From an optimization exercise on the open Yosys and OpenROAD flow, aimed at small area; shortcuts taken in it are not production practice.
Power is estimated from default activity; no workload was simulated.

oak:
==> flow/design.v (excerpt) <==
module FinalProject (input clk, rst, pwr, key0, key1, sw5, sw4, sw3, sw2, sw1, sw0, output [0:6] hex0, hex1, hex2, hex3, hex4, hex5, output reg preheated, output reg done);
For scale: roughly 57 flip-flops, roughly 55 I/O pins.
==> flow/config.mk <==
export PLATFORM = sky130hd
export DESIGN_NAME = FinalProject
export DESIGN_NICKNAME = FinalProject
export VERILOG_FILES = /design/flow/design.v
export SDC_FILE = /design/flow/constraint.sdc
export NUM_CORES = 4
export LEC_CHECK = 0
export ABC_AREA = 1
export CAP_MARGIN = 20
export CORE_MARGIN = 2
export CORE_UTILIZATION = 60
export CTS_BUF_LIST = sky130_fd_sc_hd__clkbuf_4 sky130_fd_sc_hd__clkbuf_2
export PLACE_DENSITY = 0.7
export SLEW_MARGIN = 20
==> flow/constraint.sdc <==
create_clock -name core_clock -period 200.0 [get_ports {clk}]
set_input_delay 40.0000 -clock core_clock [delete_from_list [all_inputs] [get_ports {clk}]]
set_output_delay 40.0000 -clock core_clock [all_outputs]
set_load 0.01 [all_outputs]
standard.sh (not shown) runs the stock make flow with config.mk's settings and CLKGATE_MAP_FILE= SYNTH_SCRIPT=/design/flow/synth_recipe.tcl, a recipe that flattens the netlist after the stock synthesis.
==> flow/flow/run.sh <==
#!/bin/bash
# Own layout flow: the standard flow (standard.sh) with an area-oriented synthesis
# script (flow/my_synth.tcl) and the smallest buffer for the port buffers.
set -euo pipefail
W=$(pwd)
VARS=(SYNTH_SCRIPT="$W/flow/my_synth.tcl" BUFFER_PORTS_ARGS="-buffer_cell sky130_fd_sc_hd__buf_1" "CTS_ARGS=-sink_clustering_enable -sink_clustering_size 64 -sink_clustering_max_diameter 500 -repair_clock_nets -dont_use_dummy_load -buf_list {sky130_fd_sc_hd__clkbuf_8}")
bash standard.sh "${VARS[@]}" synth > "$W/synth.log" 2>&1
bash standard.sh "${VARS[@]}" finish > "$W/layout.log" 2>&1
==> flow/flow/abc_area.script <==
strash
&get -n
&deepsyn -T 30
&put
strash
&get -n
&dch -f
&nf -R 1000 -p
&put
topo
stime -c
==> flow/flow/my_synth.tcl <==
# The standard synthesis (synth_recipe.tcl, sourced unchanged below) with two changes:
# ABC runs the area script beside this file, and full/half-adder extraction is skipped so
# that ABC sees all of the logic. Registers are inferred and mapped exactly as standard.
set my_dir [file dirname [file normalize [info script]]]
proc abc {args} {
  set i [lsearch -exact $args -script]
  if {$i >= 0} { set args [lreplace $args [expr {$i+1}] [expr {$i+1}] $::my_dir/abc_area.script] }
  yosys abc {*}$args
}
proc extract_fa {args} { puts "skipping extract_fa" }
source [file dirname $my_dir]/synth_recipe.tcl
oak finished all stages; the layout is clean.
What pine does differently from oak at the input level:
--- a/flow/flow/run.sh
+++ b/flow/flow/run.sh
@@ -6 +6 @@
-VARS=(SYNTH_SCRIPT="$W/flow/my_synth.tcl" BUFFER_PORTS_ARGS="-buffer_cell sky130_fd_sc_hd__buf_1" "CTS_ARGS=-sink_clustering_enable -sink_clustering_size 64 -sink_clustering_max_diameter 500 -repair_clock_nets -dont_use_dummy_load -buf_list {sky130_fd_sc_hd__clkbuf_8}")
+VARS=(SYNTH_SCRIPT="$W/flow/my_synth.tcl" BUFFER_PORTS_ARGS="-buffer_cell sky130_fd_sc_hd__buf_1" "CTS_ARGS=-sink_clustering_enable -repair_clock_nets -dont_use_dummy_load -buf_list sky130_fd_sc_hd__clkbuf_4 sky130_fd_sc_hd__clkbuf_8")
Notes after the runs:
- Status | pine and oak | clean except pine
- pine vs. oak: post-place setup slack held steady, number of buffers added on ports comparable, routability congestion estimate from global placement did not really move, standard-cell row count saw little to no change, sequential area share after synthesis stayed essentially flat.
Function was not checked in any run of this note: the RTL went through the layout flow alone.

========
Starting RTL as in the previous note.
clock: 200.0 ns
lec_check: 0
abc_area: 1
cap_margin: 20
core_margin: 2
core_utilization: 60
cts_buf_list: sky130_fd_sc_hd__clkbuf_4 sky130_fd_sc_hd__clkbuf_2
place_density: 0.7
slew_margin: 20
==> flow/flow/run.sh <==
#!/bin/bash
# Own layout flow: the standard flow (standard.sh) with an area-oriented synthesis
# script (flow/my_synth.tcl) and the smallest buffer for the port buffers.
set -euo pipefail
W=$(pwd)
VARS=(SYNTH_SCRIPT="$W/flow/my_synth.tcl" BUFFER_PORTS_ARGS="-buffer_cell sky130_fd_sc_hd__buf_1" "CTS_ARGS=-sink_clustering_enable -repair_clock_nets -dont_use_dummy_load -buf_list {sky130_fd_sc_hd__clkbuf_4 sky130_fd_sc_hd__clkbuf_8}")
bash standard.sh "${VARS[@]}" synth > "$W/synth.log" 2>&1
bash standard.sh "${VARS[@]}" finish > "$W/layout.log" 2>&1
Scripts as last shown in full above: flow/flow/abc_area.script, flow/flow/my_synth.tcl
The starting point produced a clean layout.
==> next run, changes <==
==> flow/flow/run.sh (replaced) <==
#!/bin/bash
# Own layout flow: the standard flow (standard.sh) with an area-oriented synthesis
# script (flow/my_synth.tcl) and the smallest buffer for the port buffers.
set -euo pipefail
W=$(pwd)
VARS=(SYNTH_SCRIPT="$W/flow/my_synth.tcl" BUFFER_PORTS_ARGS="-buffer_cell sky130_fd_sc_hd__buf_1" "CTS_ARGS=-sink_clustering_enable -sink_clustering_size 30 -sink_clustering_max_diameter 500 -repair_clock_nets -dont_use_dummy_load -buf_list {sky130_fd_sc_hd__clkbuf_4}")
bash standard.sh "${VARS[@]}" synth > "$W/synth.log" 2>&1
bash standard.sh "${VARS[@]}" finish > "$W/layout.log" 2>&1
=> Core utilization drops by 0.78 points; worst setup slack got worse by 0.011 ns; power falls by 7.9%.
==> next run, changes <==
==> flow/flow/run.sh (replaced) <==
#!/bin/bash
# Own layout flow: the standard flow (standard.sh) with an area-oriented synthesis
# script (flow/my_synth.tcl) and the smallest buffer for the port buffers.
set -euo pipefail
W=$(pwd)
VARS=(SYNTH_SCRIPT="$W/flow/my_synth.tcl" BUFFER_PORTS_ARGS="-buffer_cell sky130_fd_sc_hd__buf_1")
bash standard.sh "${VARS[@]}" synth > "$W/synth.log" 2>&1
bash standard.sh "${VARS[@]}" finish > "$W/layout.log" 2>&1
After rerunning:
- The changed run finished with timing, DRC and antenna clean
- setup slack is unchanged
- non-clock buffer count stays the same
- global-route usage rose by 0.34 points
- die area stays the same
- wire length rose by 1.5%
- worst hold slack stays flat
- total power rose by 13%
- synthesized area is unchanged
- count of clock-buffer cells in the layout stays the same
- flip-flop and latch count is unchanged
No run of this note included a check of the RTL's function; only the layout flow was run.

==> separate check: timing with driven ports <==
Ports are ideal in the flow. The routed layouts listed here were re-timed in OpenROAD.
Step 1 assumes that a clkbuf_16 drives the clock port and a buf_2 every other input.
Step 2, shift: input delay + t, output delay - t, t = (earliest + latest rising clock arrival at the registers) / 2. This alone moves slack from input paths to output paths.
Three values: no drivers, after step 1, after step 2; two values: the first two.
| run | t, ns | setup WS [ns] | hold slack, ns | worst register clock-pin slew, ns | pins driven straight from the clock port |
|---|---|---|---|---|---|
| oak | 0.353 | 115.096 / 115.074 / 115.074 | 0.455 / 0.455 / 0.455 | 0.08 / 0.08 | 1 |
| the first run of note 2 | 0.353 | 115.096 / 115.074 / 115.074 | 0.455 / 0.455 / 0.455 | 0.08 / 0.08 | 1 |
| the second run of note 2 | 0.422 | 115.085 / 115.063 / 115.063 | 0.462 / 0.462 / 0.462 | 0.12 / 0.12 | 1 |
| the third run of note 2 | 0.439 | 115.085 / 115.062 / 115.062 | 0.462 / 0.462 / 0.462 | 0.12 / 0.12 | 1 |
After both steps setup and hold are still met in every run listed. The setup slack of the third run of note 2, which loses most, moves by -0.023 ns with the drivers and by -0.023 ns with both steps.
